Source: an optimization exercise on an open RTL-to-GDS flow (aim: small area). Production flows keep margins and buffers that such runs may drop.
Only simulation tests tie the RTL to the original design; equivalence was not proved.
Power and IR drop assume default switching activity.

`flow/flow/run.sh`:
```
#!/bin/bash
# The standard layout (standard.sh, unchanged), with two changes:
# - after the standard synthesis, flow/invopt.py moves inverters around the
#   full-adder cells (a full adder fed the complements of its inputs gives
#   the complements of its outputs), which removes inverters; registers and
#   all other cells stay as the standard synthesis made them;
# - the buffers on the input and output ports are the smallest buffer,
#   sky130_fd_sc_hd__buf_1, instead of a delay buffer.
# Each step's full log is in orfs/logs/; the other tools' output goes to
# standard_synth.log, invopt.log and standard.log.
set -euo pipefail
R=orfs/results/sky130hd/Sobel/base
bash standard.sh synth > standard_synth.log 2>&1
cp $R/1_2_yosys.v $R/1_2_yosys.standard.v
python3 flow/invopt.py $R/1_2_yosys.standard.v $R/1_2_yosys.v > invopt.log 2>&1
touch $R/1_2_yosys.v
bash standard.sh "BUFFER_PORTS_ARGS=-buffer_cell sky130_fd_sc_hd__buf_1" finish > standard.log 2>&1
```
`flow/flow/invopt.py`:
```
#!/usr/bin/env python3
"""Moves inverters around the full adders of a flat Yosys netlist.

A full adder with all three inputs inverted gives both outputs inverted, so
each sky130_fd_sc_hd__fa_1 may be 'flipped': fed the complements of its
inputs, with its outputs then carrying complements. This picks flips that
lower the number of inverters (one sky130_fd_sc_hd__inv_1 per net whose
complement is needed), by greedy local search. Registers and every other
cell are left as they are.

usage: invopt.py IN.v OUT.v
"""
import re, sys, random

src = open(sys.argv[1]).read()
cell_re = re.compile(r'^  (sky130_fd_sc_hd__\w+) (\S+)\s+\((.*?)\n  \);\n', re.S | re.M)
pin_re = re.compile(r'\.(\w+)\((.*?)\)(?:,|\s*$)', re.S)
OUTS = {'X', 'Y', 'Q', 'Q_N', 'SUM', 'COUT', 'HI', 'LO'}

cells = []
for m in cell_re.finditer(src):
    typ, name, body = m.group(1), m.group(2), m.group(3)
    pins = []
    for pm in pin_re.finditer(body):
        pins.append([pm.group(1), pm.group(2).strip()])
    cells.append({'typ': typ, 'name': name, 'pins': pins, 'span': m.span()})

# output ports
ports = set()
for m in re.finditer(r'^\s*output\s+(\[\d+:\d+\]\s+)?(\S+);', src, re.M):
    rng, n = m.group(1), m.group(2)
    if rng:
        a, b = map(int, re.findall(r'\d+', rng))
        for i in range(min(a, b), max(a, b) + 1):
            ports.add('%s[%d]' % (n, i))
    else:
        ports.add(n)

driver = {}
for c in cells:
    for p, n in c['pins']:
        if p in OUTS:
            driver[n] = (c, p)

def is_inv(c):
    return c['typ'] == 'sky130_fd_sc_hd__inv_1'

# removable inverters: output not a port
def inv_in(c):
    return dict(c['pins'])['A']
def inv_out(c):
    return dict(c['pins'])['Y']

removable = [c for c in cells if is_inv(c) and inv_out(c) not in ports]
rem_out = {inv_out(c): c for c in removable}

def base(net):
    """(base net, phase) of a net, following removable inverters."""
    ph = 0
    while net in rem_out:
        net = inv_in(rem_out[net]); ph ^= 1
    return net, ph

fas = [c for c in cells if c['typ'] == 'sky130_fd_sc_hd__fa_1']
fa_idx = {id(c): i for i, c in enumerate(fas)}
# requirements: list of (consumer, pin index, base net, phase, fa index or None)
reqs = []
for c in cells:
    if is_inv(c) and c in removable:
        continue
    fi = fa_idx.get(id(c))
    for k, (p, n) in enumerate(c['pins']):
        if p in OUTS:
            continue
        if n.startswith("1'") or n == '':
            continue
        b, ph = base(n)
        reqs.append((c, k, b, ph, fi))
# port nets that are driven by a removable inverter: need phase
port_reqs = []
for n in ports:
    if n in rem_out:
        port_reqs.append((n,) + base(n))

# base nets driven by FA outputs
out_fa = {}
for i, c in enumerate(fas):
    for p, n in c['pins']:
        if p in OUTS:
            out_fa[n] = i

by_net = {}
for r in reqs:
    by_net.setdefault(r[2], []).append(r)
for pr in port_reqs:
    by_net.setdefault(pr[1], []).append(('port', pr[0], pr[1], pr[2], None))

flip = [0] * len(fas)

def net_cost(b):
    phys = flip[out_fa[b]] if b in out_fa else 0
    need = set()
    for r in by_net.get(b, []):
        want = r[3] ^ (flip[r[4]] if r[4] is not None else 0)
        need.add(want ^ phys)
    return 1 if 1 in need else 0

fa_nets = []
for i, c in enumerate(fas):
    ns = set()
    for p, n in c['pins']:
        if p in OUTS:
            ns.add(n)
        else:
            ns.add(base(n)[0])
    fa_nets.append(ns)

all_nets = set(by_net) | set(out_fa)
def total():
    return sum(net_cost(b) for b in all_nets)

start = total()

def greedy(seed):
    rnd = random.Random(seed)
    for i in range(len(flip)):
        flip[i] = 0
    order = list(range(len(fas)))
    for it in range(100):
        improved = False
        rnd.shuffle(order)
        for i in order:
            before = sum(net_cost(b) for b in fa_nets[i])
            flip[i] ^= 1
            after = sum(net_cost(b) for b in fa_nets[i])
            if after < before:
                improved = True
            elif after == before and rnd.random() < 0.5:
                pass
            else:
                flip[i] ^= 1
        if not improved and it > 20:
            break
    return total(), list(flip)

best = None
for seed in range(40):
    t, f = greedy(seed)
    if best is None or t < best[0]:
        best = (t, f)
flip[:] = best[1]
end = total()
sys.stderr.write('inverters: %d removable of %d; needed before %d, after %d; flipped %d of %d full adders\n'
                 % (len(removable), sum(1 for c in cells if is_inv(c)), start, end, sum(flip), len(fas)))

# rewrite
newinv = {}
newcells = []
def inv_of(b):
    if b not in newinv:
        k = len(newinv)
        newinv[b] = ('_invopt_%d_' % k, '_invopt_n%d_' % k)
    return newinv[b][1]

def phys_net(b, want):
    phys = flip[out_fa[b]] if b in out_fa else 0
    return b if (want ^ phys) == 0 else inv_of(b)

for r in reqs:
    c, k, b, ph, fi = r
    want = ph ^ (flip[fi] if fi is not None else 0)
    c['pins'][k][1] = phys_net(b, want)
port_assign = []
for pr in port_reqs:
    n, b, ph = pr
    port_assign.append((n, phys_net(b, ph)))

def esc(n):
    return n + ' ' if n.startswith('\\') else n

out = []
pos = 0
removed = set(id(c) for c in removable)
for c in cells:
    s, e = c['span']
    out.append(src[pos:s])
    pos = e
    if id(c) in removed:
        continue
    if c['typ'] == 'sky130_fd_sc_hd__inv_1' or True:
        body = ',\n'.join('    .%s(%s)' % (p, esc(n)) for p, n in c['pins'])
        out.append('  %s %s (\n%s\n  );\n' % (c['typ'], esc(c['name']), body))
rest = src[pos:]
add = []
for b, (cn, nn) in newinv.items():
    add.append('  sky130_fd_sc_hd__inv_1 %s (\n    .A(%s),\n    .Y(%s)\n  );\n' % (cn, esc(b), nn))
for n, pn in port_assign:
    # a port that was an inverter's output: keep it driven by an inverter
    add.append('  sky130_fd_sc_hd__buf_1 _invopt_port_%d_ (\n    .A(%s),\n    .X(%s)\n  );\n' % (len(add), esc(pn), esc(n)))
decl = ''.join('  wire %s;\n' % nn for cn, nn in newinv.values())
text = ''.join(out)
# wire declarations after the module header's last declaration
i = text.index('\n  sky130_fd_sc_hd__')
text = text[:i + 1] + decl + text[i + 1:]
text = text + rest.replace('endmodule', ''.join(add) + 'endmodule', 1)
open(sys.argv[2], 'w').write(text)
```
`flow/standard.sh`:
```
#!/bin/bash
# synth_recipe.tcl (not shown) runs the flow's synth.tcl, then flattens the netlist and writes it again
# the make line also repeats each setting of config.mk as NAME=value (left out here)
make -C /OpenROAD-flow-scripts/flow DESIGN_CONFIG=/design/flow/config.mk WORK_HOME=/design/flow/orfs CLKGATE_MAP_FILE= SYNTH_SCRIPT=/design/flow/synth_recipe.tcl "${@:-finish}"
```
`flow/config.mk`:
```
export PLATFORM = sky130hd
export DESIGN_NAME = Sobel
export DESIGN_NICKNAME = Sobel
export VERILOG_FILES = /design/flow/design.v
export SDC_FILE = /design/flow/constraint.sdc
export NUM_CORES = 4
export LEC_CHECK = 0
export CAP_MARGIN = 20
export CORE_MARGIN = 2
export CORE_UTILIZATION = 60
export CTS_BUF_LIST = sky130_fd_sc_hd__clkbuf_16
export CTS_CLUSTER_DIAMETER = 90
export CTS_CLUSTER_SIZE = 34
export SLEW_MARGIN = 20
```
`flow/constraint.sdc`:
```
create_clock -name core_clock -period 8.0 [get_ports {InVideoClk}]
set_input_delay 1.6000 -clock core_clock [delete_from_list [all_inputs] [get_ports {InVideoClk}]]
set_output_delay 1.6000 -clock core_clock [all_outputs]
set_load 0.01 [all_outputs]
```
`flow/design.v`:
```
module PluseDection(
    input   clk     ,
    input   in_sig  ,
    output  pos_sig
);
reg in_sig_r;
always @(posedge clk)
    in_sig_r <= in_sig;
assign pos_sig = in_sig & ~in_sig_r;
endmodule
module LineBuf
#(
    parameter       IMAGE_W         =   128
)
(
    input  wire                         InClk            ,
    input  wire                         InEn             ,
    input  wire [7:0]                   InData           ,
    output wire [7:0]                   OutData
);
reg             [8*IMAGE_W-1:0]         rShift               ;
always@(posedge InClk)
begin
    if(InEn)
        rShift<={rShift[8*IMAGE_W-9:0],InData};
end
assign OutData=rShift[8*IMAGE_W-1 -:8];
endmodule
module Matrix
#(
    parameter       IMAGE_W         =   128
)
(
    input  wire                         InClk       ,
    input  wire                         InClr       ,
    input  wire                         InDe        ,
    input  wire [7:0]                   InData      ,
    output wire [9:0]                   OutV        ,    
    output wire [8:0]                   OutH        ,    
    output reg  [9:0]                   OutV2       ,    
    output reg  [8:0]                   OutH1       ,    
    output reg  [8:0]                   OutH2       ,    
    output reg                          OutDe            
);
reg                             rRowOk      ;    
reg             [9:0]           rV1         ;
wire            [7:0]           OutP2       ;    
wire            [7:0]           OutP1       ;    
wire            [7:0]           OutP0       ;    
wire            [7:0]           BufLine1    ;
wire            [7:0]           BufLine2    ;
always@(posedge InClk)
begin
    if(InClr)
        rRowOk<=1'b0;
    else if(OutDe&&!InDe)
        rRowOk<=1'b1;
end
assign OutP0 = InDe           ? InData   : 8'd0;
assign OutP1 = (InDe&&rRowOk) ? BufLine1 : 8'd0;
assign OutP2 = (InDe&&rRowOk) ? BufLine2 : 8'd0;
LineBuf #(.IMAGE_W(IMAGE_W)) u0_LineBuf
(
    .InClk      (InClk      ),
    .InEn       (InDe       ),
    .InData     (InData     ),
    .OutData    (BufLine1   )
);
LineBuf #(.IMAGE_W(IMAGE_W)) u1_LineBuf
(
    .InClk      (InClk      ),
    .InEn       (InDe       ),
    .InData     (OutP1      ),
    .OutData    (BufLine2   )
);
function [11:0] Add;
    input [11:0] a;
    input [11:0] b;
    input        cin;
    reg          c;
    integer      i;
    begin
        c = cin;
        for(i=0;i<12;i=i+1)
        begin
            Add[i] = a[i]^b[i]^c;
            c      = (a[i]&b[i])|(c&(a[i]^b[i]));
        end
    end
endfunction
wire [11:0]         T  = Add({4'd0,OutP2},{3'd0,OutP1,1'b0},1'b0);     
wire [11:0]         VA = Add(T,{4'd0,OutP0},1'b0);                       
wire [11:0]         HA = Add({4'd0,OutP2},~{4'd0,OutP0},1'b1);           
assign OutV = VA[9:0];
assign OutH = HA[8:0];
always@(posedge InClk)
begin
    rV1   <= OutV;
    OutV2 <= rV1;
    OutH1 <= OutH;
    OutH2 <= OutH1;
    OutDe <= InDe;
end
endmodule
module CalCore
(
    input                       InClk       ,
    input       [9:0]           InV         ,
    input       [8:0]           InH         ,
    input       [9:0]           InV2        ,
    input       [8:0]           InH1        ,
    input       [8:0]           InH2        ,
    output reg  [7:0]           OutAbsX     ,
    output reg  [7:0]           OutAbsY     ,
    output reg                  OutSat
);
function [10:0] Add;
    input [10:0] a;
    input [10:0] b;
    input        cin;
    reg          c;
    integer      i;
    begin
        c = cin;
        for(i=0;i<11;i=i+1)
        begin
            Add[i] = a[i]^b[i]^c;
            c      = (a[i]&b[i])|(c&(a[i]^b[i]));
        end
    end
endfunction
wire [10:0]         Gx = Add({1'b0,InV},~{1'b0,InV2},1'b1);
wire [10:0]         W  = Add({{2{InH2[8]}},InH2},{InH1[8],InH1,1'b0},1'b0);
wire [10:0]         Gy = Add(W,{{2{InH[8]}},InH},1'b0);
wire [9:0]          Ax = Gx[9:0] ^ {10{Gx[10]}};
wire [9:0]          Ay = Gy[9:0] ^ {10{Gy[10]}};
always@(posedge InClk)
begin
    OutAbsX <= Ax[7:0];
    OutAbsY <= Ay[7:0];
    OutSat  <= |{Ax[9:8],Ay[9:8]};
end
endmodule
module SquareRoot
(
    input                       InClk       ,
    input       [7:0]           InAbsX      ,
    input       [7:0]           InAbsY      ,
    input                       InSat       ,
    output      [7:0]           OutData
);
wire pp1 = InAbsX[0] & InAbsX[1];
wire pp2 = InAbsX[0] & InAbsX[2];
wire pp3 = InAbsX[0] & InAbsX[3];
wire pp4 = InAbsX[0] & InAbsX[4];
wire pp5 = InAbsX[0] & InAbsX[5];
wire pp6 = InAbsX[0] & InAbsX[6];
wire pp7 = InAbsX[0] & InAbsX[7];
wire pp8 = InAbsX[1] & ~InAbsX[0];
wire pp9 = InAbsX[1] & InAbsX[2];
wire pp10 = InAbsX[1] & InAbsX[3];
wire pp11 = InAbsX[1] & InAbsX[4];
wire pp12 = InAbsX[1] & InAbsX[5];
wire pp13 = InAbsX[1] & InAbsX[6];
wire pp14 = InAbsX[1] & InAbsX[7];
wire pp15 = InAbsX[2] & ~InAbsX[1];
wire pp16 = InAbsX[2] & InAbsX[3];
wire pp17 = InAbsX[2] & InAbsX[4];
wire pp18 = InAbsX[2] & InAbsX[5];
wire pp19 = InAbsX[2] & InAbsX[6];
wire pp20 = InAbsX[2] & InAbsX[7];
wire pp21 = InAbsX[3] & ~InAbsX[2];
wire pp22 = InAbsX[3] & InAbsX[4];
wire pp23 = InAbsX[3] & InAbsX[5];
wire pp24 = InAbsX[3] & InAbsX[6];
wire pp25 = InAbsX[3] & InAbsX[7];
wire pp26 = InAbsX[4] & ~InAbsX[3];
wire pp27 = InAbsX[4] & InAbsX[5];
wire pp28 = InAbsX[4] & InAbsX[6];
wire pp29 = InAbsX[4] & InAbsX[7];
wire pp30 = InAbsX[5] & ~InAbsX[4];
wire pp31 = InAbsX[5] & InAbsX[6];
wire pp32 = InAbsX[5] & InAbsX[7];
wire pp33 = InAbsX[6] & ~InAbsX[5];
wire pp34 = InAbsX[6] & InAbsX[7];
wire pp35 = InAbsX[7] & ~InAbsX[6];
wire pp36 = InAbsY[0] & InAbsY[1];
wire pp37 = InAbsY[0] & InAbsY[2];
wire pp38 = InAbsY[0] & InAbsY[3];
wire pp39 = InAbsY[0] & InAbsY[4];
wire pp40 = InAbsY[0] & InAbsY[5];
wire pp41 = InAbsY[0] & InAbsY[6];
wire pp42 = InAbsY[0] & InAbsY[7];
wire pp43 = InAbsY[1] & ~InAbsY[0];
wire pp44 = InAbsY[1] & InAbsY[2];
wire pp45 = InAbsY[1] & InAbsY[3];
wire pp46 = InAbsY[1] & InAbsY[4];
wire pp47 = InAbsY[1] & InAbsY[5];
wire pp48 = InAbsY[1] & InAbsY[6];
wire pp49 = InAbsY[1] & InAbsY[7];
wire pp50 = InAbsY[2] & ~InAbsY[1];
wire pp51 = InAbsY[2] & InAbsY[3];
wire pp52 = InAbsY[2] & InAbsY[4];
wire pp53 = InAbsY[2] & InAbsY[5];
wire pp54 = InAbsY[2] & InAbsY[6];
wire pp55 = InAbsY[2] & InAbsY[7];
wire pp56 = InAbsY[3] & ~InAbsY[2];
wire pp57 = InAbsY[3] & InAbsY[4];
wire pp58 = InAbsY[3] & InAbsY[5];
wire pp59 = InAbsY[3] & InAbsY[6];
wire pp60 = InAbsY[3] & InAbsY[7];
wire pp61 = InAbsY[4] & ~InAbsY[3];
wire pp62 = InAbsY[4] & InAbsY[5];
wire pp63 = InAbsY[4] & InAbsY[6];
wire pp64 = InAbsY[4] & InAbsY[7];
wire pp65 = InAbsY[5] & ~InAbsY[4];
wire pp66 = InAbsY[5] & InAbsY[6];
wire pp67 = InAbsY[5] & InAbsY[7];
wire pp68 = InAbsY[6] & ~InAbsY[5];
wire pp69 = InAbsY[6] & InAbsY[7];
wire pp70 = InAbsY[7] & ~InAbsY[6];
wire fs71 = pp6 ^ pp12 ^ pp16;
wire fc72 = (pp6 & pp12) | (pp16 & (pp6 | pp12));
wire fs73 = pp7 ^ pp13 ^ pp18;
wire fc74 = (pp7 & pp13) | (pp18 & (pp7 | pp13));
wire hs75 = pp26 ^ pp42;
wire hc76 = pp26 & pp42;
wire fs77 = pp14 ^ pp19 ^ pp22;
wire fc78 = (pp14 & pp19) | (pp22 & (pp14 | pp19));
wire fs79 = pp23 ^ pp49 ^ pp54;
wire fc80 = (pp23 & pp49) | (pp54 & (pp23 | pp49));
wire fs81 = pp20 ^ pp24 ^ pp30;
wire fc82 = (pp20 & pp24) | (pp30 & (pp20 | pp24));
wire hs83 = pp25 ^ pp27;
wire hc84 = pp25 & pp27;
wire fs85 = pp4 ^ pp9 ^ pp10;
wire fc86 = (pp4 & pp9) | (pp10 & (pp4 | pp9));
wire fs87 = pp5 ^ pp11 ^ pp21;
wire fc88 = (pp5 & pp11) | (pp21 & (pp5 | pp11));
wire hs89 = pp40 ^ pp46;
wire hc90 = pp40 & pp46;
wire fs91 = pp17 ^ pp41 ^ pp47;
wire fc92 = (pp17 & pp41) | (pp47 & (pp17 | pp41));
wire fs93 = pp51 ^ pp52 ^ fs71;
wire fc94 = (pp51 & pp52) | (fs71 & (pp51 | pp52));
wire fs95 = pp48 ^ pp53 ^ pp61;
wire fc96 = (pp48 & pp53) | (pp61 & (pp48 | pp53));
wire fs97 = fs73 ^ hs75 ^ fc72;
wire fc98 = (fs73 & hs75) | (fc72 & (fs73 | hs75));
wire fs99 = pp57 ^ pp58 ^ fs77;
wire fc100 = (pp57 & pp58) | (fs77 & (pp57 | pp58));
wire fs101 = fs79 ^ fc74 ^ hc76;
wire fc102 = (fs79 & fc74) | (hc76 & (fs79 | fc74));
wire fs103 = pp55 ^ pp59 ^ pp65;
wire fc104 = (pp55 & pp59) | (pp65 & (pp55 | pp59));
wire fs105 = fs81 ^ fc78 ^ fc80;
wire fc106 = (fs81 & fc78) | (fc80 & (fs81 | fc78));
wire fs107 = pp28 ^ pp60 ^ pp62;
wire fc108 = (pp28 & pp60) | (pp62 & (pp28 | pp60));
wire fs109 = pp63 ^ hs83 ^ fc82;
wire fc110 = (pp63 & hs83) | (fc82 & (pp63 | hs83));
wire fs111 = pp29 ^ pp33 ^ pp64;
wire fc112 = (pp29 & pp33) | (pp64 & (pp29 | pp33));
wire hs113 = pp68 ^ hc84;
wire hc114 = pp68 & hc84;
wire fs115 = pp31 ^ pp32 ^ pp66;
wire fc116 = (pp31 & pp32) | (pp66 & (pp31 | pp32));
wire hs117 = pp1 ^ pp2;
wire hc118 = pp1 & pp2;
wire fs119 = pp3 ^ pp15 ^ pp38;
wire fc120 = (pp3 & pp15) | (pp38 & (pp3 | pp15));
wire fs121 = pp39 ^ pp44 ^ pp45;
wire fc122 = (pp39 & pp44) | (pp45 & (pp39 | pp44));
wire fs123 = pp56 ^ fs87 ^ hs89;
wire fc124 = (pp56 & fs87) | (hs89 & (pp56 | fs87));
wire fs125 = fs91 ^ fs93 ^ fc88;
wire fc126 = (fs91 & fs93) | (fc88 & (fs91 | fs93));
wire fs127 = fs95 ^ fs97 ^ fc92;
wire fc128 = (fs95 & fs97) | (fc92 & (fs95 | fs97));
wire fs129 = fs99 ^ fs101 ^ fc96;
wire fc130 = (fs99 & fs101) | (fc96 & (fs99 | fs101));
wire fs131 = fs103 ^ fs105 ^ fc100;
wire fc132 = (fs103 & fs105) | (fc100 & (fs103 | fs105));
wire fs133 = fs107 ^ fs109 ^ fc104;
wire fc134 = (fs107 & fs109) | (fc104 & (fs107 | fs109));
wire fs135 = fs111 ^ hs113 ^ fc108;
wire fc136 = (fs111 & hs113) | (fc108 & (fs111 | hs113));
wire fs137 = pp67 ^ fs115 ^ fc112;
wire fc138 = (pp67 & fs115) | (fc112 & (pp67 | fs115));
wire hs139 = pp35 ^ pp70;
wire hc140 = pp35 & pp70;
wire hs141 = pp36 ^ pp37;
wire hc142 = pp36 & pp37;
wire fs143 = pp50 ^ fs119 ^ hc118;
wire fc144 = (pp50 & fs119) | (hc118 & (pp50 | fs119));
wire fs145 = fs85 ^ fs121 ^ fc120;
wire fc146 = (fs85 & fs121) | (fc120 & (fs85 | fs121));
wire fs147 = fc86 ^ fs123 ^ fc122;
wire fc148 = (fc86 & fs123) | (fc122 & (fc86 | fs123));
wire fs149 = hc90 ^ fs125 ^ fc124;
wire fc150 = (hc90 & fs125) | (fc124 & (hc90 | fs125));
wire fs151 = fc94 ^ fs127 ^ fc126;
wire fc152 = (fc94 & fs127) | (fc126 & (fc94 | fs127));
wire fs153 = fc98 ^ fs129 ^ fc128;
wire fc154 = (fc98 & fs129) | (fc128 & (fc98 | fs129));
wire fs155 = fc102 ^ fs131 ^ fc130;
wire fc156 = (fc102 & fs131) | (fc130 & (fc102 | fs131));
wire fs157 = fc106 ^ fs133 ^ fc132;
wire fc158 = (fc106 & fs133) | (fc132 & (fc106 | fs133));
wire fs159 = fc110 ^ fs135 ^ fc134;
wire fc160 = (fc110 & fs135) | (fc134 & (fc110 | fs135));
wire fs161 = hc114 ^ fs137 ^ fc136;
wire fc162 = (hc114 & fs137) | (fc136 & (hc114 | fs137));
wire fs163 = fc116 ^ hs139 ^ fc138;
wire fc164 = (fc116 & hs139) | (fc138 & (fc116 | hs139));
wire fs165 = pp34 ^ pp69 ^ hc140;
wire fc166 = (pp34 & pp69) | (hc140 & (pp34 | pp69));
wire [16:0] RowA = {fc166,fs165,fs163,fs161,fs159,fs157,fs155,fs153,fs151,fs149,fs147,fs145,fs143,hs117,pp8,1'b0,InAbsX[0]};
wire [16:0] RowB = {1'b0,fc164,fc162,fc160,fc158,fc156,fc154,fc152,fc150,fc148,fc146,fc144,hc142,hs141,pp43,1'b0,InAbsY[0]};
wire [16:0] Sum;
assign Sum[0] = RowA[0] ^ RowB[0] ^ 1'b0;
wire rc167 = (RowA[0] & RowB[0]) | (1'b0 & (RowA[0] | RowB[0]));
assign Sum[1] = RowA[1] ^ RowB[1] ^ rc167;
wire rc168 = (RowA[1] & RowB[1]) | (rc167 & (RowA[1] | RowB[1]));
assign Sum[2] = RowA[2] ^ RowB[2] ^ rc168;
wire rc169 = (RowA[2] & RowB[2]) | (rc168 & (RowA[2] | RowB[2]));
assign Sum[3] = RowA[3] ^ RowB[3] ^ rc169;
wire rc170 = (RowA[3] & RowB[3]) | (rc169 & (RowA[3] | RowB[3]));
assign Sum[4] = RowA[4] ^ RowB[4] ^ rc170;
wire rc171 = (RowA[4] & RowB[4]) | (rc170 & (RowA[4] | RowB[4]));
assign Sum[5] = RowA[5] ^ RowB[5] ^ rc171;
wire rc172 = (RowA[5] & RowB[5]) | (rc171 & (RowA[5] | RowB[5]));
assign Sum[6] = RowA[6] ^ RowB[6] ^ rc172;
wire rc173 = (RowA[6] & RowB[6]) | (rc172 & (RowA[6] | RowB[6]));
assign Sum[7] = RowA[7] ^ RowB[7] ^ rc173;
wire rc174 = (RowA[7] & RowB[7]) | (rc173 & (RowA[7] | RowB[7]));
assign Sum[8] = RowA[8] ^ RowB[8] ^ rc174;
wire rc175 = (RowA[8] & RowB[8]) | (rc174 & (RowA[8] | RowB[8]));
assign Sum[9] = RowA[9] ^ RowB[9] ^ rc175;
wire rc176 = (RowA[9] & RowB[9]) | (rc175 & (RowA[9] | RowB[9]));
assign Sum[10] = RowA[10] ^ RowB[10] ^ rc176;
wire rc177 = (RowA[10] & RowB[10]) | (rc176 & (RowA[10] | RowB[10]));
assign Sum[11] = RowA[11] ^ RowB[11] ^ rc177;
wire rc178 = (RowA[11] & RowB[11]) | (rc177 & (RowA[11] | RowB[11]));
assign Sum[12] = RowA[12] ^ RowB[12] ^ rc178;
wire rc179 = (RowA[12] & RowB[12]) | (rc178 & (RowA[12] | RowB[12]));
assign Sum[13] = RowA[13] ^ RowB[13] ^ rc179;
wire rc180 = (RowA[13] & RowB[13]) | (rc179 & (RowA[13] | RowB[13]));
assign Sum[14] = RowA[14] ^ RowB[14] ^ rc180;
wire rc181 = (RowA[14] & RowB[14]) | (rc180 & (RowA[14] | RowB[14]));
assign Sum[15] = RowA[15] ^ RowB[15] ^ rc181;
wire rc182 = (RowA[15] & RowB[15]) | (rc181 & (RowA[15] | RowB[15]));
assign Sum[16] = RowA[16] ^ RowB[16] ^ rc182;
wire rc183 = (RowA[16] & RowB[16]) | (rc182 & (RowA[16] | RowB[16]));
wire [15:0] Rad0 = Sum[15:0];
wire [2:0] Part184 = {1'b0,Rad0[15:14]};
wire [1:0] NTrial185 = 2'b10;
wire [2:0] Diff186;
assign Diff186[0] = Part184[0] ^ NTrial185[0] ^ 1'b1;
wire bc187 = (Part184[0] & NTrial185[0]) | (1'b1 & (Part184[0] | NTrial185[0]));
assign Diff186[1] = Part184[1] ^ NTrial185[1] ^ bc187;
wire bc188 = (Part184[1] & NTrial185[1]) | (bc187 & (Part184[1] | NTrial185[1]));
assign Diff186[2] = Part184[2] ^ 1'b1 ^ bc188;
wire Ge189 = ~Diff186[2];
wire [1:0] Rem190 = Ge189 ? Diff186[1:0] : Part184[1:0];
wire [0:0] NRoot191 = Diff186[2];
wire [13:0] Rad192 = Rad0[13:0];
wire [3:0] Part193 = {Rem190,Rad192[13:12]};
wire [2:0] NTrial194 = {NRoot191,2'b10};
wire [3:0] Diff195;
assign Diff195[0] = Part193[0] ^ NTrial194[0] ^ 1'b1;
wire bc196 = (Part193[0] & NTrial194[0]) | (1'b1 & (Part193[0] | NTrial194[0]));
assign Diff195[1] = Part193[1] ^ NTrial194[1] ^ bc196;
wire bc197 = (Part193[1] & NTrial194[1]) | (bc196 & (Part193[1] | NTrial194[1]));
assign Diff195[2] = Part193[2] ^ NTrial194[2] ^ bc197;
wire bc198 = (Part193[2] & NTrial194[2]) | (bc197 & (Part193[2] | NTrial194[2]));
assign Diff195[3] = Part193[3] ^ 1'b1 ^ bc198;
wire Ge199 = ~Diff195[3];
wire [2:0] Rem200 = Ge199 ? Diff195[2:0] : Part193[2:0];
wire [1:0] NRoot201 = {NRoot191,Diff195[3]};
wire [11:0] Rad202 = Rad192[11:0];
reg [11:0] rS2_Rad; 
reg [2:0] rS2_Rem;
reg [1:0] rS2_Root;
reg rS2_Sat;
always@(posedge InClk)
begin
    rS2_Rad <= Rad202;
    rS2_Rem <= Rem200;
    rS2_Root <= NRoot201;
    rS2_Sat <= (InSat | Sum[16]);
end
wire [4:0] Part203 = {rS2_Rem,rS2_Rad[11:10]};
wire [3:0] NTrial204 = {rS2_Root,2'b10};
wire [4:0] Diff205;
assign Diff205[0] = Part203[0] ^ NTrial204[0] ^ 1'b1;
wire bc206 = (Part203[0] & NTrial204[0]) | (1'b1 & (Part203[0] | NTrial204[0]));
assign Diff205[1] = Part203[1] ^ NTrial204[1] ^ bc206;
wire bc207 = (Part203[1] & NTrial204[1]) | (bc206 & (Part203[1] | NTrial204[1]));
assign Diff205[2] = Part203[2] ^ NTrial204[2] ^ bc207;
wire bc208 = (Part203[2] & NTrial204[2]) | (bc207 & (Part203[2] | NTrial204[2]));
assign Diff205[3] = Part203[3] ^ NTrial204[3] ^ bc208;
wire bc209 = (Part203[3] & NTrial204[3]) | (bc208 & (Part203[3] | NTrial204[3]));
assign Diff205[4] = Part203[4] ^ 1'b1 ^ bc209;
wire Ge210 = ~Diff205[4];
wire [3:0] Rem211 = Ge210 ? Diff205[3:0] : Part203[3:0];
wire [2:0] NRoot212 = {rS2_Root,Diff205[4]};
wire [9:0] Rad213 = rS2_Rad[9:0];
wire [5:0] Part214 = {Rem211,Rad213[9:8]};
wire [4:0] NTrial215 = {NRoot212,2'b10};
wire [5:0] Diff216;
assign Diff216[0] = Part214[0] ^ NTrial215[0] ^ 1'b1;
wire bc217 = (Part214[0] & NTrial215[0]) | (1'b1 & (Part214[0] | NTrial215[0]));
assign Diff216[1] = Part214[1] ^ NTrial215[1] ^ bc217;
wire bc218 = (Part214[1] & NTrial215[1]) | (bc217 & (Part214[1] | NTrial215[1]));
assign Diff216[2] = Part214[2] ^ NTrial215[2] ^ bc218;
wire bc219 = (Part214[2] & NTrial215[2]) | (bc218 & (Part214[2] | NTrial215[2]));
assign Diff216[3] = Part214[3] ^ NTrial215[3] ^ bc219;
wire bc220 = (Part214[3] & NTrial215[3]) | (bc219 & (Part214[3] | NTrial215[3]));
assign Diff216[4] = Part214[4] ^ NTrial215[4] ^ bc220;
wire bc221 = (Part214[4] & NTrial215[4]) | (bc220 & (Part214[4] | NTrial215[4]));
assign Diff216[5] = Part214[5] ^ 1'b1 ^ bc221;
wire Ge222 = ~Diff216[5];
wire [4:0] Rem223 = Ge222 ? Diff216[4:0] : Part214[4:0];
wire [3:0] NRoot224 = {NRoot212,Diff216[5]};
wire [7:0] Rad225 = Rad213[7:0];
wire [6:0] Part226 = {Rem223,Rad225[7:6]};
wire [5:0] NTrial227 = {NRoot224,2'b10};
wire [6:0] Diff228;
assign Diff228[0] = Part226[0] ^ NTrial227[0] ^ 1'b1;
wire bc229 = (Part226[0] & NTrial227[0]) | (1'b1 & (Part226[0] | NTrial227[0]));
assign Diff228[1] = Part226[1] ^ NTrial227[1] ^ bc229;
wire bc230 = (Part226[1] & NTrial227[1]) | (bc229 & (Part226[1] | NTrial227[1]));
assign Diff228[2] = Part226[2] ^ NTrial227[2] ^ bc230;
wire bc231 = (Part226[2] & NTrial227[2]) | (bc230 & (Part226[2] | NTrial227[2]));
assign Diff228[3] = Part226[3] ^ NTrial227[3] ^ bc231;
wire bc232 = (Part226[3] & NTrial227[3]) | (bc231 & (Part226[3] | NTrial227[3]));
assign Diff228[4] = Part226[4] ^ NTrial227[4] ^ bc232;
wire bc233 = (Part226[4] & NTrial227[4]) | (bc232 & (Part226[4] | NTrial227[4]));
assign Diff228[5] = Part226[5] ^ NTrial227[5] ^ bc233;
wire bc234 = (Part226[5] & NTrial227[5]) | (bc233 & (Part226[5] | NTrial227[5]));
assign Diff228[6] = Part226[6] ^ 1'b1 ^ bc234;
wire Ge235 = ~Diff228[6];
wire [5:0] Rem236 = Ge235 ? Diff228[5:0] : Part226[5:0];
wire [4:0] NRoot237 = {NRoot224,Diff228[6]};
wire [5:0] Rad238 = Rad225[5:0];
wire [7:0] Part239 = {Rem236,Rad238[5:4]};
wire [6:0] NTrial240 = {NRoot237,2'b10};
wire [7:0] Diff241;
assign Diff241[0] = Part239[0] ^ NTrial240[0] ^ 1'b1;
wire bc242 = (Part239[0] & NTrial240[0]) | (1'b1 & (Part239[0] | NTrial240[0]));
assign Diff241[1] = Part239[1] ^ NTrial240[1] ^ bc242;
wire bc243 = (Part239[1] & NTrial240[1]) | (bc242 & (Part239[1] | NTrial240[1]));
assign Diff241[2] = Part239[2] ^ NTrial240[2] ^ bc243;
wire bc244 = (Part239[2] & NTrial240[2]) | (bc243 & (Part239[2] | NTrial240[2]));
assign Diff241[3] = Part239[3] ^ NTrial240[3] ^ bc244;
wire bc245 = (Part239[3] & NTrial240[3]) | (bc244 & (Part239[3] | NTrial240[3]));
assign Diff241[4] = Part239[4] ^ NTrial240[4] ^ bc245;
wire bc246 = (Part239[4] & NTrial240[4]) | (bc245 & (Part239[4] | NTrial240[4]));
assign Diff241[5] = Part239[5] ^ NTrial240[5] ^ bc246;
wire bc247 = (Part239[5] & NTrial240[5]) | (bc246 & (Part239[5] | NTrial240[5]));
assign Diff241[6] = Part239[6] ^ NTrial240[6] ^ bc247;
wire bc248 = (Part239[6] & NTrial240[6]) | (bc247 & (Part239[6] | NTrial240[6]));
assign Diff241[7] = Part239[7] ^ 1'b1 ^ bc248;
wire Ge249 = ~Diff241[7];
wire [6:0] Rem250 = Ge249 ? Diff241[6:0] : Part239[6:0];
wire [5:0] NRoot251 = {NRoot237,Diff241[7]};
wire [3:0] Rad252 = Rad238[3:0];
reg [3:0] rS6_Rad; 
reg [6:0] rS6_Rem;
reg [5:0] rS6_Root;
reg rS6_Sat;
always@(posedge InClk)
begin
    rS6_Rad <= Rad252;
    rS6_Rem <= Rem250;
    rS6_Root <= NRoot251;
    rS6_Sat <= rS2_Sat;
end
wire [8:0] Part253 = {rS6_Rem,rS6_Rad[3:2]};
wire [7:0] NTrial254 = {rS6_Root,2'b10};
wire [8:0] Diff255;
assign Diff255[0] = Part253[0] ^ NTrial254[0] ^ 1'b1;
wire bc256 = (Part253[0] & NTrial254[0]) | (1'b1 & (Part253[0] | NTrial254[0]));
assign Diff255[1] = Part253[1] ^ NTrial254[1] ^ bc256;
wire bc257 = (Part253[1] & NTrial254[1]) | (bc256 & (Part253[1] | NTrial254[1]));
assign Diff255[2] = Part253[2] ^ NTrial254[2] ^ bc257;
wire bc258 = (Part253[2] & NTrial254[2]) | (bc257 & (Part253[2] | NTrial254[2]));
assign Diff255[3] = Part253[3] ^ NTrial254[3] ^ bc258;
wire bc259 = (Part253[3] & NTrial254[3]) | (bc258 & (Part253[3] | NTrial254[3]));
assign Diff255[4] = Part253[4] ^ NTrial254[4] ^ bc259;
wire bc260 = (Part253[4] & NTrial254[4]) | (bc259 & (Part253[4] | NTrial254[4]));
assign Diff255[5] = Part253[5] ^ NTrial254[5] ^ bc260;
wire bc261 = (Part253[5] & NTrial254[5]) | (bc260 & (Part253[5] | NTrial254[5]));
assign Diff255[6] = Part253[6] ^ NTrial254[6] ^ bc261;
wire bc262 = (Part253[6] & NTrial254[6]) | (bc261 & (Part253[6] | NTrial254[6]));
assign Diff255[7] = Part253[7] ^ NTrial254[7] ^ bc262;
wire bc263 = (Part253[7] & NTrial254[7]) | (bc262 & (Part253[7] | NTrial254[7]));
assign Diff255[8] = Part253[8] ^ 1'b1 ^ bc263;
wire Ge264 = ~Diff255[8];
wire [7:0] Rem265 = Ge264 ? Diff255[7:0] : Part253[7:0];
wire [6:0] NRoot266 = {rS6_Root,Diff255[8]};
wire [1:0] Rad267 = rS6_Rad[1:0];
wire [9:0] Part268 = {Rem265,Rad267[1:0]};
wire [8:0] NTrial269 = {NRoot266,2'b10};
wire [9:0] Diff270;
assign Diff270[0] = Part268[0] ^ NTrial269[0] ^ 1'b1;
wire bc271 = (Part268[0] & NTrial269[0]) | (1'b1 & (Part268[0] | NTrial269[0]));
assign Diff270[1] = Part268[1] ^ NTrial269[1] ^ bc271;
wire bc272 = (Part268[1] & NTrial269[1]) | (bc271 & (Part268[1] | NTrial269[1]));
assign Diff270[2] = Part268[2] ^ NTrial269[2] ^ bc272;
wire bc273 = (Part268[2] & NTrial269[2]) | (bc272 & (Part268[2] | NTrial269[2]));
assign Diff270[3] = Part268[3] ^ NTrial269[3] ^ bc273;
wire bc274 = (Part268[3] & NTrial269[3]) | (bc273 & (Part268[3] | NTrial269[3]));
assign Diff270[4] = Part268[4] ^ NTrial269[4] ^ bc274;
wire bc275 = (Part268[4] & NTrial269[4]) | (bc274 & (Part268[4] | NTrial269[4]));
assign Diff270[5] = Part268[5] ^ NTrial269[5] ^ bc275;
wire bc276 = (Part268[5] & NTrial269[5]) | (bc275 & (Part268[5] | NTrial269[5]));
assign Diff270[6] = Part268[6] ^ NTrial269[6] ^ bc276;
wire bc277 = (Part268[6] & NTrial269[6]) | (bc276 & (Part268[6] | NTrial269[6]));
assign Diff270[7] = Part268[7] ^ NTrial269[7] ^ bc277;
wire bc278 = (Part268[7] & NTrial269[7]) | (bc277 & (Part268[7] | NTrial269[7]));
assign Diff270[8] = Part268[8] ^ NTrial269[8] ^ bc278;
wire bc279 = (Part268[8] & NTrial269[8]) | (bc278 & (Part268[8] | NTrial269[8]));
assign Diff270[9] = Part268[9] ^ 1'b1 ^ bc279;
wire Ge280 = ~Diff270[9];
wire [7:0] NRoot281 = {NRoot266,Diff270[9]};
assign OutData = rS6_Sat ? 8'hff : ~NRoot281;
endmodule
module Sobel
#(
    parameter IMAGE_W   =   128  ,
    parameter IMAGE_H   =   480  ,
    parameter IMAGE_DW  =   8
)
(
    input                           InVideoClk  ,
    input                           InVideoVs   ,
    input                           InVideoDe   ,
    input   [IMAGE_DW -1 :0]        InVideoData ,
    output                          OutVideoVs  ,
    output                          OutVideoDe  ,
    output  [IMAGE_DW -1 :0]        OutVideoData
);
wire                PosVs       ;
wire    [9:0]       V           ;
wire    [8:0]       H           ;
wire    [9:0]       V2          ;
wire    [8:0]       H1          ;
wire    [8:0]       H2          ;
wire                De1         ;
wire    [7:0]       AbsX        ;
wire    [7:0]       AbsY        ;
wire                Sat         ;
reg     [1:0]       rDe         ;
PluseDection PluseDection
(
    .clk        (InVideoClk ),
    .in_sig     (InVideoVs  ),
    .pos_sig    (PosVs      )
);
Matrix #(.IMAGE_W(IMAGE_W)) u_Matrix
(
    .InClk      (InVideoClk ),
    .InClr      (PosVs      ),
    .InDe       (InVideoDe  ),
    .InData     (InVideoData),
    .OutV       (V          ),
    .OutH       (H          ),
    .OutV2      (V2         ),
    .OutH1      (H1         ),
    .OutH2      (H2         ),
    .OutDe      (De1        )
);
CalCore u_CalCore
(
    .InClk      (InVideoClk ),
    .InV        (V          ),
    .InH        (H          ),
    .InV2       (V2         ),
    .InH1       (H1         ),
    .InH2       (H2         ),
    .OutAbsX    (AbsX       ),
    .OutAbsY    (AbsY       ),
    .OutSat     (Sat        )
);
SquareRoot u_SquareRoot
(
    .InClk      (InVideoClk ),
    .InAbsX     (AbsX       ),
    .InAbsY     (AbsY       ),
    .InSat      (Sat        ),
    .OutData    (OutVideoData)
);
always@(posedge InVideoClk)
begin
    rDe <= {rDe[0],De1};
end
assign OutVideoVs = InVideoVs;
assign OutVideoDe = rDe[1];
endmodule
```
==> flow_metrics.tcl, run 1 <==
set metrics [dict create \
    ys_warn_count 6 \
    grt_usage_pct 13.5 \
    nets 2881 \
    drtIter0Drc 2290 \
    rr_worst_depth 31 \
    rsz0062_at_grt "no" \
    worstHoldPathCells 0 \
    stdcell_count 4246 \
    vias_per_cell 5.25 \
    ant_nets 0 \
    hold_violations 0 \
    drv_slew 0 \
    power.internal_uw 19400 \
    vias 22300 \
    cp_slowest_cell "fa_1" \
    ir_drop_uv 988 \
    hold_class "reg2reg" \
    drive_gt1_share_pct 4.92 \
    io_buffers 20 \
    wl_per_cell_um 18.4 \
    core_mm2 0.112 \
    fmax_mhz 131 \
    worstHoldStart "u_Matrix.rV1[4]$_DFF_P_" \
    row_count 123 \
    synthesis.nets 2760 \
    power.leakage_uw 0.0243 \
    dieHeight_um 340 \
    insertion_delay_ps 680 \
    power.clock.fraction_pct 17.5 \
    power_density_mw_per_mm2 376 \
    worstPathRequired_ps 6400 \
    critPathMaxStageDelay_ps 490 \
    gp_congestion 0.807 \
    cts_root_buf "clkbuf_16" \
    clk_pin_slew_ps 120 \
    cts-buffers-inserted 74 \
    setup_viol 0 \
    dr.pass1.iters 5 \
    fin_crit_sh_pct 95.1 \
    grt_pass1_vias 21600 \
    crit_family "adder cells" \
    cp-end-kind "output port" \
    tightest_slew_ps 1100 \
    cp-start-kind "flip-flop" \
    power.total_uw 27100 \
    cts_buffer_depth 3 \
    ios 21 \
    fin_skew_ps 29.5 \
    hpwl_um 37900 \
    synth_area_mm2 0.0678 \
    area_growth_pct 6.50 \
    switching_share_pct 28.4 \
    min_period_ps 7610 \
    pwr-share-comb_pct 31.9 \
    critical_path_buf_inv_count 2 \
    worstPathCellList "inv_1 > ha_1 > fa_1 > fa_1 > fa_1 > fa_1 > fa_1 > fa_1 > xor2_2 > a211oi_1 > a211o_1 > maj3_1 > a221oi_1 > o22ai_1 > xnor2_1 > nand2b_1 > buf_1" \
    numClockSinks 2144 \
    drv_cap 0 \
    grt_pass1_wl_um 123000 \
    switchingPower_uw 7710 \
    grt_max_degree 213 \
    placed_cells 4147 \
    crit_top_cell "fa_1" \
    path_depth 17 \
    post_synth.cell_area_avg_um2 26.0 \
    crit_start "u_SquareRoot.rS6_Rad[2]$_DFF_P_" \
    status "complete, no violations" \
    antenna_cells 0 \
    drc 0 \
    die_area_mm2 0.116 \
    critical_path_class "reg2out" \
    cts_tree "done" \
    grt_overflow 0 \
    die_w_um 340 \
    htree_num_levels 3 \
    wl_um 78100 \
    cp.arrival_ps 6010 \
    crit_path_max_fanout 15 \
    synth_cells 2609 \
    r2r_start "u_SquareRoot.rS2_Rad[10]$_DFF_P_" \
    antenna_found_initial 2 \
    start_util_pct 60.4 \
    seq_power_share_pct 50.7 \
    maxSlewHeadroom_pct 26.9 \
]
-- per-layer routing --
| metal | up-vias | global-route usage (%) | part of all wire (%) |
|---|---|---|---|
| li1 | 10200 | - | - |
| met4 | 0 | 3.97 | 2.4 |
| met2 | 275 | 18.0 | 42 |
| met1 | 11700 | 23.2 | 53 |
| met3 | 118 | 2.29 | 3.0 |
| met5 | - | 0 | 0 |
-- state kept, by name, summed over array words and instances, names as in the netlist --
| name | flops |
|---|---|
| PluseDection.in_sig_r | 1 |
| u_Matrix.u0_LineBuf.rShift | 1024 |
| u_Matrix.OutV2 | 10 |
| u_Matrix.OutH1 | 9 |
| u_CalCore.OutSat | 1 |
| u_CalCore.OutAbsY | 8 |
| u_Matrix.rRowOk | 1 |
| u_SquareRoot.rS6_Rad | 4 |
| u_SquareRoot.rS2_Sat | 1 |
| u_SquareRoot.rS2_Root | 2 |
| u_Matrix.OutDe | 1 |
| u_SquareRoot.rS6_Sat | 1 |
| u_Matrix.rV1 | 10 |
| u_SquareRoot.rS2_Rem | 3 |
| u_SquareRoot.rS2_Rad | 12 |
| u_Matrix.u1_LineBuf.rShift | 1024 |
| rDe | 2 |
| u_Matrix.OutH2 | 9 |
| u_SquareRoot.rS6_Rem | 7 |
| u_CalCore.OutAbsX | 8 |
| u_SquareRoot.rS6_Root | 6 |
-- path summary, 6_finish.rpt --
| check | endpoint | slack (ps) |
|---|---|---|
| worst max register to register | u_SquareRoot.rS6_Rem[5]$_DFF_P_ | 440 |
| worst max-delay path | OutVideoData[0] | 390 |
| worst min-delay path | u_Matrix.OutV2[4]$_DFF_P_ | 330 |
| worst min register to register | u_Matrix.OutV2[4]$_DFF_P_ | 330 |
-- stage by stage --
stage | hold WS, ps | TNS [ps] | setup slack [ps] | utilization (%) | instance area (µm²)
after floorplan | 310 | 0 | 428 | - | 67800
after global placement | 312 | 0 | 601 | 62.3 | 70000
after detailed placement | 312 | -34.3 | -17.2 | 62.3 | 70000
after CTS | 340 | 0 | 28.0 | 64.2 | 72100
after global routing | 345 | 0 | 20.6 | 64.3 | 72200
final | 333 | 0 | 390 | 64.3 | 72200
-- power by group through the flow --
stage | registers (µW) | clock network, µW | logic (µW)
finish | 13700 | 4740 | 8640
floorplan | 13800 | 0 | 6370
global route | 13800 | 5350 | 9810
global placement | 14000 | 0 | 7620
detailed placement | 14000 | 0 | 8000
CTS | 13800 | 5010 | 8030
-- placed cells by master, fill, tap and decap left out, types with 2 or more instances in the layout --
cell type	n
edfxtp_1	2048
fa_1	115
inv_1	103
dfxtp_1	96
clkbuf_16	78
nand2_1	62
and2_1	33
xnor2_1	23
ha_1	23
buf_4	23
buf_1	19
o21ai_0	16
nand2b_1	15
nor2_1	11
nor2b_1	10
mux2i_1	9
a21oi_1	6
xor2_1	5
o22ai_1	4
buf_12	4
xor2_4	3
buf_6	3
a21oi_2	2
inv_2	2
mux2_4	2
and3_1	2
fa_2	2
clkinv_4	2
-- final cells by class --
class | count | area, µm²
clock buffers | 78 | 1950
fillers | 7250 | 40100
multi-input cells | 359 | 4070
well taps | 1500 | 1880
flip-flops and latches | 2144 | 63400
clock inverters | 14 | 145
repair buffers | 51 | 393
inverters | 100 | 378
-- timing repair --
item	CTS	global route
cloned	0	1
endpoints found under the setup margin	2	9
setup buffers	0	4
hold buffers	0	0
gates resized for setup	1	8
pin swaps	0	3
==> run 2: changes to the inputs <==
--- a/flow/config.mk
+++ b/flow/config.mk
@@ -7,7 +7,7 @@
 export LEC_CHECK = 0
 export CAP_MARGIN = 20
 export CORE_MARGIN = 2
-export CORE_UTILIZATION = 60
+export CORE_UTILIZATION = 65
 export CTS_BUF_LIST = sky130_fd_sc_hd__clkbuf_16
 export CTS_CLUSTER_DIAMETER = 90
 export CTS_CLUSTER_SIZE = 34
==> run 2 against run 1 <==
- worst setup slack better by 36 ps
- combinational power is 7.6% lower
- die area is 7.6% lower
- clock skew fell by 1.4 ps
- synthesized area unchanged
- wire length down 1.4%
- cell count down 2.7%
- fmax rose by 0.47%
- sequential power about the same
- synthesized cell count stayed put
- sequential share of layout area increased by 0.37 points
- hold slack worse by 2.4 ps
==> flow_metrics.tcl, run 2 <==
set metrics [dict create \
    min_period_ps 7570 \
    worstPathRequired_ps 8540 \
    vias 22200 \
    hold_class "reg2reg" \
    synthesis.nets 2760 \
    drive_gt1_share_pct 4.37 \
    top_regs "u_Matrix.u0_LineBuf.rShift: 1024 flops, u_Matrix.u1_LineBuf.rShift: 1024 flops, u_SquareRoot.rS2_Rad: 12 flops" \
    power.leakage_uw 0.0243 \
    grt_pass1_wl_um 120000 \
    fin_skew_ps 28.1 \
    rsz0062_at_grt "no" \
    fillers 6124 \
    drtIter0Drc 2215 \
    ys_warn_count 6 \
    whs_ps 330 \
    die_w_um 327 \
    status "complete, no violations" \
    maxSlewHeadroom_pct 27.6 \
    cts_resized 0 \
    cp.arrival_ps 8110 \
    top_usage_layer "met1" \
    power_density_mw_per_mm2 366 \
    cp-start-kind "flip-flop" \
    nets 2872 \
    cts-buffers-inserted 73 \
    switching_share_pct 28.4 \
    grt_pass1_vias 21400 \
    cts_tree "done" \
    ir_drop_uv 1260 \
    cts_buffer_depth 3 \
    gp_congestion 0.785 \
    met3_usage_pct 2.34 \
    switchingPower_uw 7480 \
    synth_cells 2609 \
    power.clock.fraction_pct 17.6 \
    drc 0 \
    postCtsSetupBuffers 0 \
    mostFrequentLayoutCells "edfxtp_1, inv_1, fa_1, dfxtp_1, clkbuf_16" \
    wl_um 77000 \
    wl_per_cell_um 18.6 \
    pwr-share-comb_pct 30.3 \
    hpwl_um 37900 \
    setup_viol 0 \
    postCtsHoldBufs 0 \
    area_growth_pct 6.05 \
    fmax_mhz 132 \
    crit_path_max_fanout 10 \
    grt_overflow 0 \
    cp_slowest_cell "fa_1" \
    fin_crit_sh_pct 94.7 \
    htree_num_levels 3 \
    insertion_delay_ps 670 \
    io_buffers 20 \
    crit_top_cell "fa_1" \
    grt_usage_pct 14.4 \
    synth_area_mm2 0.0678 \
    tightest_slew_ps 1090 \
    drv_slew 0 \
    cts_root_buf "clkbuf_16" \
    ios 21 \
    power.internal_uw 18900 \
    start_util_pct 65.5 \
    critPathMaxStageDelay_ps 490 \
    final_common_cell "edfxtp_1" \
    dr.pass1.iters 5 \
    vias_per_cell 5.38 \
    ant_nets 0 \
    drv_cap 0 \
    grtUsageMet1_pct 25.1 \
    antenna_found_initial 5 \
    placed_area_mm2 0.0698 \
    design_area_mm2 0.0719 \
    clk_pin_slew_ps 110 \
    die_area_mm2 0.107 \
    post_synth.cell_area_avg_um2 26.0 \
    row_count 118 \
    numClockSinks 2144 \
    dieHeight_um 327 \
    grt_max_degree 205 \
    critical_path_class "reg2reg" \
    cp-end-kind "flip-flop" \
    hold_violations 0 \
    fin_setup_tns_ps 0 \
    core_mm2 0.103 \
    seq_power_share_pct 52.1 \
    grt_use_met2_pct 19.3 \
]
==> run 2: changes by cell type in the layout (fill, tap and decap cells not counted), moves of 2 or more <==
| cell | previous run | this run |
|---|---|---|
| xor2_2 | 1 | 3 |
| clkbuf_16 | 78 | 75 |
| clkinv_4 | 2 | 0 |
| xor2_4 | 3 | 1 |
| inv_1 | 103 | 120 |
| buf_4 | 23 | 17 |
==> run 2: worst max-delay path, delay by kind of cell, from the launching register on <==
family                   cells  cell delay [ps]
XOR/XNOR                     4             1240
AND/OR/NAND/NOR              3              290
flip-flops                   1              360
buffers and inverters        5              410
adder cells (fa/ha/maj)     12             4140
multiplexers                 1              330
AO/OA/AOI/OAI                3              670
==> run 2: worst paths after layout <==
check,from,to,slack (ps),cells after the start
max,u_SquareRoot.rS2_Rad[10]$_DFF_P_,u_SquareRoot.rS6_Rem[4]$_DFF_P_,430,28
min,u_SquareRoot.rS2_Rad[2]$_DFF_P_,u_SquareRoot.rS6_Rad[2]$_DFF_P_,330,0
max reg2reg,u_SquareRoot.rS2_Rad[10]$_DFF_P_,u_SquareRoot.rS6_Rem[4]$_DFF_P_,430,28
min reg2reg,u_SquareRoot.rS2_Rad[2]$_DFF_P_,u_SquareRoot.rS6_Rad[2]$_DFF_P_,330,0
==> run 2: power by group through the flow <==
stage / sequential [µW] / combinational (µW) / clock [µW]
2_1_floorplan: 13800 / 6370 / 0
3_3_place_gp: 14000 / 7690 / 0
3_5_place_dp: 14000 / 8010 / 0
4_1_cts: 13800 / 8010 / 4890
5_1_grt: 13800 / 8970 / 5220
6_report: 13700 / 7980 / 4640
==> run 2: final cells by class <==
| type | instances | area, µm² | share of cell area [%] |
|---|---|---|---|
| Sequential cell | 2144 | 63400 | 88.2 |
| Timing Repair Buffer | 44 | 337 | 0.468 |
| Multi-Input combinational cell | 358 | 4020 | 5.59 |
| Clock buffer | 75 | 1880 | 2.61 |
| Tap cell | 1380 | 1730 | 2.40 |
| Clock inverter | 28 | 169 | 0.235 |
| Inverter | 100 | 378 | 0.525 |
| Antenna cell | 1 | 2.50 | 0.00348 |
==> run 2: metrics by stage <==
stage	utilization, %	setup WS (ps)	cells	total power (µW)
final	69.5	426	4130	26400
after global routing	69.5	7.54	4130	28000
after CTS	69.4	91.6	4128	26600
after detailed placement	67.5	185	4025	22000
after global placement	67.5	570	4025	21700
after floorplan	-	428	2609	20200
==> run 2: metal layers <==
| metal | vias up | share of wire, % |
|---|---|---|
| li1 | 10200 | - |
| met1 | 11700 | 53 |
| met2 | 266 | 42 |
| met3 | 93 | 3.7 |
| met4 | 0 | 1.8 |
| met5 | - | 0 |
==> run 3: changes to the inputs <==
--- a/flow/config.mk
+++ b/flow/config.mk
@@ -7,7 +7,7 @@
 export LEC_CHECK = 0
 export CAP_MARGIN = 20
 export CORE_MARGIN = 2
-export CORE_UTILIZATION = 65
+export CORE_UTILIZATION = 55
 export CTS_BUF_LIST = sky130_fd_sc_hd__clkbuf_16
 export CTS_CLUSTER_DIAMETER = 90
 export CTS_CLUSTER_SIZE = 34
==> run 3 against run 2 <==
- synthesized cell count did not move
- clock power hardly changed
- via count is 0.32% higher
- still clean on timing, DRC and antenna
- fmax fell by 0.43%
- worst setup slack got worse by 32 ps
- clock-buffer cell count unchanged
- clock skew decreased by 5.1 ps
- critical path type is now reg2out
- synthesized area unchanged
- largest cell class unchanged
- cell count up 5.7%
- sequential power is essentially flat
==> flow_metrics.tcl, run 3 <==
set metrics [dict create \
    cp-start-kind "flip-flop" \
    row_count 128 \
    synth_cells 2609 \
    setup_ws_ps 393 \
    crit_top_cell "fa_1" \
    grt_pass1_wl_um 123000 \
    setup_viol 0 \
    area_growth_pct 6.56 \
    placed_cells 4273 \
    fin_setup_tns_ps 0 \
    worstPathRequired_ps 6400 \
    dr.pass1.iters 5 \
    worstPathCellList "inv_1 > ha_1 > fa_1 > fa_1 > fa_1 > fa_1 > fa_1 > fa_1 > xor2_2 > a211oi_1 > a211o_1 > maj3_1 > a221oi_1 > o22ai_1 > xnor2_1 > nand2b_1 > buf_1" \
    grt_max_degree 217 \
    cts_root_buf "clkbuf_16" \
    numClockSinks 2144 \
    nets 2879 \
    wl_um 78500 \
    vias 22300 \
    rsz0062_at_grt "no" \
    cp_slowest_cell "xor2_2" \
    critical_path_class "reg2out" \
    antenna_found_initial 3 \
    crit_start "u_SquareRoot.rS6_Rad[2]$_DFF_P_" \
    grt_usage_pct 12.3 \
    drc 0 \
    top_regs "u_Matrix.u0_LineBuf.rShift: 1024 flops, u_Matrix.u1_LineBuf.rShift: 1024 flops, u_SquareRoot.rS2_Rad: 12 flops" \
    io_buffers 20 \
    r2r_start "u_SquareRoot.rS2_Rad[10]$_DFF_P_" \
    maxSlewHeadroom_pct 30.6 \
    fmax_mhz 131 \
    ios 21 \
    ir_drop_uv 1500 \
    hold_class "reg2reg" \
    tightest_slew_ps 1040 \
    min_period_ps 7610 \
    gp_congestion 0.754 \
    critPathMaxStageDelay_ps 500 \
    cts-buffers-inserted 74 \
    fillers 8414 \
    grt_overflow 0 \
    setup.worst_path.end "OutVideoData[0]" \
    top_layer "met4" \
    ant_nets 0 \
    cts_tree "done" \
    wl_per_cell_um 18.0 \
    dieHeight_um 355 \
    cts_buffer_depth 3 \
    power_density_mw_per_mm2 370 \
    core_mm2 0.122 \
    start_util_pct 55.6 \
    ys_warn_count 6 \
    synth_area_mm2 0.0678 \
    postCtsHoldBufs 0 \
    die_area_mm2 0.126 \
    status "complete, no violations" \
    post_synth.cell_area_avg_um2 26.0 \
    drv_cap 0 \
    wl_met1_um 41300 \
    synthesis.nets 2760 \
    drtIter0Drc 2022 \
    route.met2.wl_um 32900 \
    rr_worst_depth 30 \
    r2r_slack_ps 430 \
    vias_per_cell 5.10 \
    crit_path_max_fanout 15 \
    final_common_cell "edfxtp_1" \
    routed-wl-met3_um 2430 \
    drive_gt1_share_pct 4.63 \
    fin_skew_ps 23.0 \
    hold_violations 0 \
    die_w_um 355 \
    post-place-ws_ps 86.7 \
    insertion_delay_ps 680 \
    htree_num_levels 3 \
    mostFrequentLayoutCells "edfxtp_1, fa_1, inv_1, dfxtp_1, clkbuf_16" \
    hpwl_um 38200 \
    clk_pin_slew_ps 120 \
    stdcell_count 4367 \
    power.leakage_uw 0.0242 \
    cp-end-kind "output port" \
    grt_pass1_vias 21800 \
    cp.arrival_ps 6010 \
    reg2reg_to "u_SquareRoot.rS6_Rem[5]$_DFF_P_" \
    fin_crit_sh_pct 95.1 \
    drv_slew 0 \
]
==> run 3: through the flow <==
| stage | power [µW] | util (%) | cell area [µm²] | hold WS [ps] |
|---|---|---|---|---|
| 3_3_place_gp | 21600 | 57.5 | 70200 | 310 |
| 4_1_cts | 26700 | 59.1 | 72200 | 336 |
| 6_report | 26700 | 59.2 | 72300 | 328 |
| 5_1_grt | 28500 | 59.2 | 72300 | 332 |
| 3_5_place_dp | 22000 | 57.5 | 70200 | 312 |
| 2_1_floorplan | 20200 | - | 67800 | 310 |
==> run 3: power by group <==
group	internal (µW)	switching [µW]	total, µW
clock	1740	2930	4670
combinational	4030	4290	8320
sequential	13400	379	13700
total	19100	7600	26700
==> run 3: layout make-up <==
type / instances / area (µm²) / share of cell area [%]
clock inverters: 14 / 136 / 0.189
repair buffers: 50 / 394 / 0.545
multi-input cells: 358 / 4030 / 5.58
flip-flops and latches: 2144 / 63400 / 87.8
clock buffers: 75 / 1880 / 2.60
diodes: 1 / 2.50 / 0.00346
well taps: 1625 / 2030 / 2.81
inverters: 100 / 378 / 0.523
==> run 3: worst max-delay path, delay by kind of cell, from the launching register on <==
kind / cells / cell delay [ps]
XOR/XNOR: 2 / 630
AND/OR/NAND/NOR: 1 / 80
flip-flops: 1 / 370
buffers and inverters: 2 / 200
adder cells (fa/ha/maj): 8 / 3340
AO/OA/AOI/OAI: 4 / 720
==> run 3: timing repair <==
item | CTS | global route
resized for setup | 0 | 5
buffers inserted | 0 | 2
endpoints found under the hold margin | 0 | 0
setup endpoints to repair | 0 | 9
==> run 3: how the worst min path moves through the flow <==
stage / start / end / slack (ps) / depth (start not counted)
2_1_floorplan: rDe[0]$_DFF_P_ / rDe[1]$_DFF_P_ / 310 / 0
5_1_grt: u_Matrix.rV1[4]$_DFF_P_ / u_Matrix.OutV2[4]$_DFF_P_ / 330 / 0
6_report: u_Matrix.rV1[4]$_DFF_P_ / u_Matrix.OutV2[4]$_DFF_P_ / 330 / 0
3_5_place_dp: u_Matrix.rV1[6]$_DFF_P_ / u_Matrix.OutV2[6]$_DFF_P_ / 310 / 0
4_1_cts: u_Matrix.rV1[4]$_DFF_P_ / u_Matrix.OutV2[4]$_DFF_P_ / 340 / 0
3_3_place_gp: u_Matrix.rV1[5]$_DFF_P_ / u_Matrix.OutV2[5]$_DFF_P_ / 310 / 0
==> run 3: layer usage <==
metal	track usage, %	vias up
met1	20.6	11800
met2	16.7	230
li1	-	10100
met5	0	-
met3	2.18	98
met4	3.40	0
==> run 4: changes to the inputs <==
--- a/flow/config.mk
+++ b/flow/config.mk
@@ -6,6 +6,8 @@
 export NUM_CORES = 4
 export LEC_CHECK = 0
 export CAP_MARGIN = 20
+export CELL_PAD_IN_SITES_DETAIL_PLACEMENT = 0
+export CELL_PAD_IN_SITES_GLOBAL_PLACEMENT = 0
 export CORE_MARGIN = 2
 export CORE_UTILIZATION = 55
 export CTS_BUF_LIST = sky130_fd_sc_hd__clkbuf_16
==> run 4 against run 3 <==
- clock power barely moved
- sequential share of layout area did not move
- largest power group unchanged
- wire length did not move
==> flow_metrics.tcl, run 4 <==
set metrics [dict create \
    drtIter0Drc 2022 \
    row_count 128 \
    grt_max_degree 217 \
    grt_overflow 0 \
    post-place-ws_ps 86.7 \
    top_regs "u_Matrix.u0_LineBuf.rShift: 1024 flops, u_Matrix.u1_LineBuf.rShift: 1024 flops, u_SquareRoot.rS2_Rad: 12 flops" \
    ys_warn_count 6 \
    worstHoldPathCells 0 \
    final_core_utilization_pct 59.2 \
    fillers 8414 \
    ant_nets 0 \
    setup_viol 0 \
    fin_crit_sh_pct 95.1 \
    io_buffers 20 \
    vias_per_cell 5.10 \
    nets 2879 \
    fin_skew_ps 23.0 \
    clk_pin_slew_ps 120 \
    hpwl_um 38200 \
    multi_input_area_mm2 0.00403 \
    wl_per_cell_um 18.0 \
    insertion_delay_ps 680 \
    worstPathCellList "inv_1 > ha_1 > fa_1 > fa_1 > fa_1 > fa_1 > fa_1 > fa_1 > xor2_2 > a211oi_1 > a211o_1 > maj3_1 > a221oi_1 > o22ai_1 > xnor2_1 > nand2b_1 > buf_1" \
    fin_setup_tns_ps 0 \
    status "complete, no violations" \
    placed_cells 4273 \
    drv_cap 0 \
    die_w_um 355 \
    tightest_slew_ps 1040 \
    r2r_start "u_SquareRoot.rS2_Rad[10]$_DFF_P_" \
    gp_congestion 0.754 \
    stdcell_count 4367 \
    synthesis.nets 2760 \
    worstHoldStart "u_Matrix.rV1[4]$_DFF_P_" \
    start_util_pct 55.6 \
    ir_drop_uv 1500 \
    mostFrequentLayoutCells "edfxtp_1, fa_1, inv_1, dfxtp_1, clkbuf_16" \
    power.total_uw 26700 \
    hold_end "u_Matrix.OutV2[4]$_DFF_P_" \
    grt_pass1_wl_um 123000 \
    cp-end-kind "output port" \
    r2r_slack_ps 430 \
    drv_slew 0 \
    crit_top_cell "fa_1" \
    min_period_ps 7610 \
    cts_root_buf "clkbuf_16" \
    critical_path_class "reg2out" \
    wl_um 78500 \
    rr_worst_depth 30 \
    rsz0062_at_grt "no" \
    power.leakage_uw 0.0242 \
    crit_family "adder cells" \
    htree_num_levels 3 \
    cp_slowest_cell "xor2_2" \
    grt_usage_pct 12.3 \
    crit_path_max_fanout 15 \
    setup_ws_ps 393 \
    hold_class "reg2reg" \
    reg2reg_to "u_SquareRoot.rS6_Rem[5]$_DFF_P_" \
    cp.arrival_ps 6010 \
    cts_tree "done" \
    critPathMaxStageDelay_ps 500 \
    numClockSinks 2144 \
    ios 21 \
    synth_area_mm2 0.0678 \
    critical_path_buf_inv_count 2 \
    post_synth.cell_area_avg_um2 26.0 \
    hold_violations 0 \
    final_common_cell "edfxtp_1" \
    core_mm2 0.122 \
    drc 0 \
    maxSlewHeadroom_pct 30.6 \
    cp-start-kind "flip-flop" \
    drive_gt1_share_pct 4.63 \
    cts_buffer_depth 3 \
    dieHeight_um 355 \
    antenna_found_initial 3 \
    dr.pass1.iters 5 \
    cts-buffers-inserted 74 \
    power_density_mw_per_mm2 370 \
    area_growth_pct 6.56 \
    vias 22300 \
    layout.area.seq_mm2 0.0634 \
    fmax_mhz 131 \
    synth_cells 2609 \
    die_area_mm2 0.126 \
    worstPathRequired_ps 6400 \
    grt_pass1_vias 21800 \
]
-- run 4: where the power goes --
group          internal (µW)  switching [µW]  total, µW
combinational           4030            4290       8320
clock                   1740            2930       4670
sequential             13400             379      13700
-- run 4: layout make-up --
type	count	share of cell area, %
multi-input cells	358	5.58
diodes	1	0.00346
repair buffers	50	0.545
clock inverters	14	0.189
inverters	100	0.523
well taps	1625	2.81
flip-flops and latches	2144	87.8
clock buffers	75	2.60
-- run 4: worst reg2reg max path, delay by kind of cell, from the launching register on --
family          cells  cell delay, ps
compound gates      4             770
fa+ha+maj          11            4050
buf+inv             6             640
xor+xnor            4             950
flops               1             370
simple gates        4             360
mux                 1             320
-- run 4: worst max-delay path by stage --
stage / endpoint / depth (start not counted) / startpoint / slack (ps)
global route: u_SquareRoot.rS6_Rem[1]$_DFF_P_ / 31 / u_SquareRoot.rS2_Rad[10]$_DFF_P_ / 30
detailed placement: u_SquareRoot.rS6_Rem[5]$_DFF_P_ / 28 / u_SquareRoot.rS2_Rad[10]$_DFF_P_ / 90
global placement: u_SquareRoot.rS6_Rem[4]$_DFF_P_ / 28 / u_SquareRoot.rS2_Rad[10]$_DFF_P_ / 560
CTS: u_SquareRoot.rS6_Rem[5]$_DFF_P_ / 28 / u_SquareRoot.rS2_Rad[10]$_DFF_P_ / 10
floorplan: u_CalCore.OutSat$_DFF_P_ / 21 / InVideoDe / 430
finish: OutVideoData[0] / 17 / u_SquareRoot.rS6_Rad[2]$_DFF_P_ / 390
-- run 4: per-stage QoR --
step / hold slack (ps) / area, µm²
6_report: 328 / 72300
5_1_grt: 332 / 72300
4_1_cts: 336 / 72200
3_5_place_dp: 312 / 70200
3_3_place_gp: 310 / 70200
2_1_floorplan: 310 / 67800
-- run 4: layer usage --
metal  track usage (%)  vias up  wire length [µm]
met4              3.40        0              1800
li1                  -    10100                 -
met1              20.6    11800             41300
met5                 0        -                 0
met3              2.18       98              2430
met2              16.7      230             32900
-- run 4: timing repair --
item                                    4_1_cts  5_1_grt
endpoints found under the setup margin        0        9
hold buffers                                  0        0
setup buffers                                 0        2
gates resized for setup                       0        5

-- what the ideal ports hide --
The results above use ideal ports. As a check the final layouts listed here were re-extracted and re-timed, cells and wires unchanged. Step 1 sets driving cells, clkbuf_16 on the clock port and buf_2 on the other inputs (assumed; they add their load-dependent delay and slew). Step 2, shift: input delay + t, output delay - t, t = (earliest + latest rising clock arrival at the registers) / 2. This alone moves slack from input paths to output paths. Slacks: ideal / step 1 / step 2; pairs: ideal / step 1.
| run | t (ns) | setup WS [ns] | worst setup path after step 2 |
|---|---|---|---|
| run 1 | 0.734 | 0.390 / 0.318 / 0.441 | register to register |
| run 2 | 0.726 | 0.426 / 0.357 / 0.426 | register to register |
| run 3 | 0.736 | 0.393 / 0.327 / 0.425 | register to register |
| run 4 | 0.736 | 0.393 / 0.327 / 0.425 | register to register |
After both steps setup and hold are still met in every run listed.
